What follows belongs to an exercise in optimizing a design on an open flow for small area and a short achievable clock period; a production flow would make more cautious choices. Where RTL was checked, it was by simulation tests only, not by an equivalence proof against the original. No activity file was given, so power comes from the tool's default toggle rates.

== run 4 ==
Design decode, start of the top module:
module decode(
	clk,
	rst_n,
	data_in,
	data_out
	);
	input clk;
	input rst_n;
	input [1:0] data_in;	 
	output reg data_out;
	reg [4:0] m;
	reg [6:0] p0, p1, p2, p3;
	reg [15:0] lf;
	reg old;	 
	wire clr = (lf == 16'h1a00);
	wire [15:0] lf_nx = {lf[14:0], lf[15]^lf[13]^lf[12]^lf[10]^clr};
	reg [4:0] mn;
	reg [3:0] dec;
	reg [1:0] sel;
	always @(*) begin
		case ({m, data_in})
			7'b00000_00: begin mn = 5'd1; dec = 4'b1010; sel = 2'd0; end
			7'b00000_01: begin mn = 5'd2; dec = 4'b1000; sel = 2'd1; end
			7'b00000_10: begin mn = 5'd2; dec = 4'b0100; sel = 2'd3; end
			7'b00000_11: begin mn = 5'd1; dec = 4'b1001; sel = 2'd2; end
			7'b00001_00: begin mn = 5'd3; dec = 4'b0010; sel = 2'd0; end
			7'b00001_01: begin mn = 5'd4; dec = 4'b1000; sel = 2'd1; end
			7'b00001_10: begin mn = 5'd5; dec = 4'b0100; sel = 2'd1; end
			7'b00001_11: begin mn = 5'd6; dec = 4'b0001; sel = 2'd0; end
			7'b00010_00: begin mn = 5'd6; dec = 4'b1110; sel = 2'd2; end
			7'b00010_01: begin mn = 5'd5; dec = 4'b1011; sel = 2'd3; end
			7'b00010_10: begin mn = 5'd4; dec = 4'b0111; sel = 2'd3; end
			7'b00010_11: begin mn = 5'd3; dec = 4'b1101; sel = 2'd2; end
			7'b00011_00: begin mn = 5'd7; dec = 4'b1010; sel = 2'd0; end
			7'b00011_01: begin mn = 5'd0; dec = 4'b1000; sel = 2'd0; end
			7'b00011_10: begin mn = 5'd0; dec = 4'b0100; sel = 2'd0; end
			7'b00011_11: begin mn = 5'd8; dec = 4'b1001; sel = 2'd0; end
			7'b00100_00: begin mn = 5'd8; dec = 4'b1010; sel = 2'd2; end
			7'b00100_01: begin mn = 5'd0; dec = 4'b1011; sel = 2'd2; end
			7'b00100_10: begin mn = 5'd0; dec = 4'b0111; sel = 2'd2; end
			7'b00100_11: begin mn = 5'd7; dec = 4'b1001; sel = 2'd2; end
			7'b00101_00: begin mn = 5'd0; dec = 4'b1110; sel = 2'd0; end
			7'b00101_01: begin mn = 5'd9; dec = 4'b1000; sel = 2'd3; end
			7'b00101_10: begin mn = 5'd10; dec = 4'b0100; sel = 2'd3; end
			7'b00101_11: begin mn = 5'd0; dec = 4'b1101; sel = 2'd2; end
			7'b00110_00: begin mn = 5'd0; dec = 4'b0010; sel = 2'd0; end
			7'b00110_01: begin mn = 5'd10; dec = 4'b1000; sel = 2'd1; end
			7'b00110_10: begin mn = 5'd9; dec = 4'b0100; sel = 2'd1; end
			7'b00110_11: begin mn = 5'd0; dec = 4'b0001; sel = 2'd2; end
			7'b00111_00: begin mn = 5'd11; dec = 4'b0000; sel = 2'd0; end
			7'b00111_01: begin mn = 5'd12; dec = 4'b1000; sel = 2'd0; end
			7'b00111_10: begin mn = 5'd13; dec = 4'b0100; sel = 2'd0; end
  ...
Size: roughly 5 I/O pins, ~3400 µm² of cells after synthesis.
clock: 6.0 ns
lec_check: 0
abc_clock_period_in_ps: 2000
cap_margin: 20
core_margin: 2
core_utilization: 40
place_density: 0.6
setup_slack_margin: 3.5
slew_margin: 20
run.sh (not shown) runs the stock make flow with config.mk's settings and CLKGATE_MAP_FILE= SYNTH_SCRIPT=/design/flow/synth_recipe.tcl, a recipe that flattens the netlist after the stock synthesis.
Run 4 was carried through to the last stage, and its layout satisfied the timing, DRC and antenna checks.
The following lists how run 1 was set up differently from run 4:
Settings: ABC_CLOCK_PERIOD_IN_PS: 2000 -> unset; SETUP_SLACK_MARGIN: 3.5 -> unset.
Results
- Across both runs, post-synthesis to final-layout area growth was lower for run 1 than for run 4.
- | number of buffers outside the clock class in the layout | higher: run 4 |
- On run 1: count of non-filler cells in the finished layout is 30 lower than what run 4 gave.
- Looking at via count of the routed design across run 1 and run 4, the one that comes out higher is run 4.
No functional check of the RTL was part of any run of this note.

--- another note on this design; it stands on its own ---

Design decode, start of the top module:
module decode(
	clk,
	rst_n,
	data_in,
	data_out
	);
	input clk;
	input rst_n;
	input [1:0] data_in;	 
	output reg data_out;
	reg [4:0] m;
	reg [6:0] p0, p1, p2, p3;
	reg [15:0] lf;
	reg old;	 
	wire clr = (lf == 16'h1a00);
	wire [15:0] lf_nx = {lf[14:0], lf[15]^lf[13]^lf[12]^lf[10]^clr};
	reg [4:0] mn;
	reg [3:0] dec;
	reg [1:0] sel;
	always @(*) begin
		case ({m, data_in})
			7'b00000_00: begin mn = 5'd6; dec = 4'b1010; sel = 2'd0; end
			7'b00000_01: begin mn = 5'd16; dec = 4'b1000; sel = 2'd1; end
			7'b00000_10: begin mn = 5'd16; dec = 4'b0100; sel = 2'd3; end
			7'b00000_11: begin mn = 5'd6; dec = 4'b1001; sel = 2'd2; end
			7'b00110_00: begin mn = 5'd2; dec = 4'b0010; sel = 2'd0; end
			7'b00110_01: begin mn = 5'd1; dec = 4'b1000; sel = 2'd1; end
			7'b00110_10: begin mn = 5'd17; dec = 4'b0100; sel = 2'd1; end
			7'b00110_11: begin mn = 5'd22; dec = 4'b0001; sel = 2'd0; end
			7'b10000_00: begin mn = 5'd22; dec = 4'b1110; sel = 2'd2; end
			7'b10000_01: begin mn = 5'd17; dec = 4'b1011; sel = 2'd3; end
			7'b10000_10: begin mn = 5'd1; dec = 4'b0111; sel = 2'd3; end
			7'b10000_11: begin mn = 5'd2; dec = 4'b1101; sel = 2'd2; end
  ...
export LEC_CHECK = 0
export ABC_CLOCK_PERIOD_IN_PS = 1500
export CAP_MARGIN = 20
export CORE_MARGIN = 2
export CORE_UTILIZATION = 65
export PLACE_DENSITY = 0.75
export SETUP_SLACK_MARGIN = 3.5
export SLEW_MARGIN = 20
create_clock -name core_clock -period 6.0 [get_ports {clk}]
run.sh (not shown) runs the stock make flow with config.mk's settings and CLKGATE_MAP_FILE= SYNTH_SCRIPT=/design/flow/synth_recipe.tcl, a recipe that flattens the netlist after the stock synthesis.
Edit:
- ABC_CLOCK_PERIOD_IN_PS: 1500 -> 2500
- SETUP_SLACK_MARGIN: 3.5 -> 3.2
Outcome: Worst setup slack is worse by 0.073 ns. Area after synthesis does not change. Sequential cell count stays the same. Wire length went down by 2.8%. Power went down by 6.8%. Non-clock buffer count went down by 9. Cell area went down by 4.6%.

-- port drivers added, routing unchanged --
The results above use ideal ports. As a check the final layouts listed here were re-extracted and re-timed, cells and wires unchanged. Step 1 assumes that a clkbuf_16 drives the clock port and a buf_2 every other input. Step 2, shift: input delay + t, output delay - t, t = (earliest + latest rising clock arrival at the registers) / 2. This alone moves slack from input paths to output paths. a / b / c = no drivers / after step 1 / after step 2; a / b = the first two.
run | t (ns) | setup slack, ns | cell pins on the clock port's net
run 4 | 0.322 | 3.321 / 3.262 / 2.940 | 1
run 1 | 0.315 | 2.009 / 2.010 / 1.695 | 1
the first run of note 2 | 0.334 | 3.237 / 3.194 / 2.861 | 1
the second run of note 2 | 0.317 | 3.164 / 3.095 / 2.779 | 1
After both steps setup and hold are still met in every run listed. For the second run of note 2, which loses most, drivers alone change the setup slack by -0.069 ns; drivers and shift together by -0.385 ns.
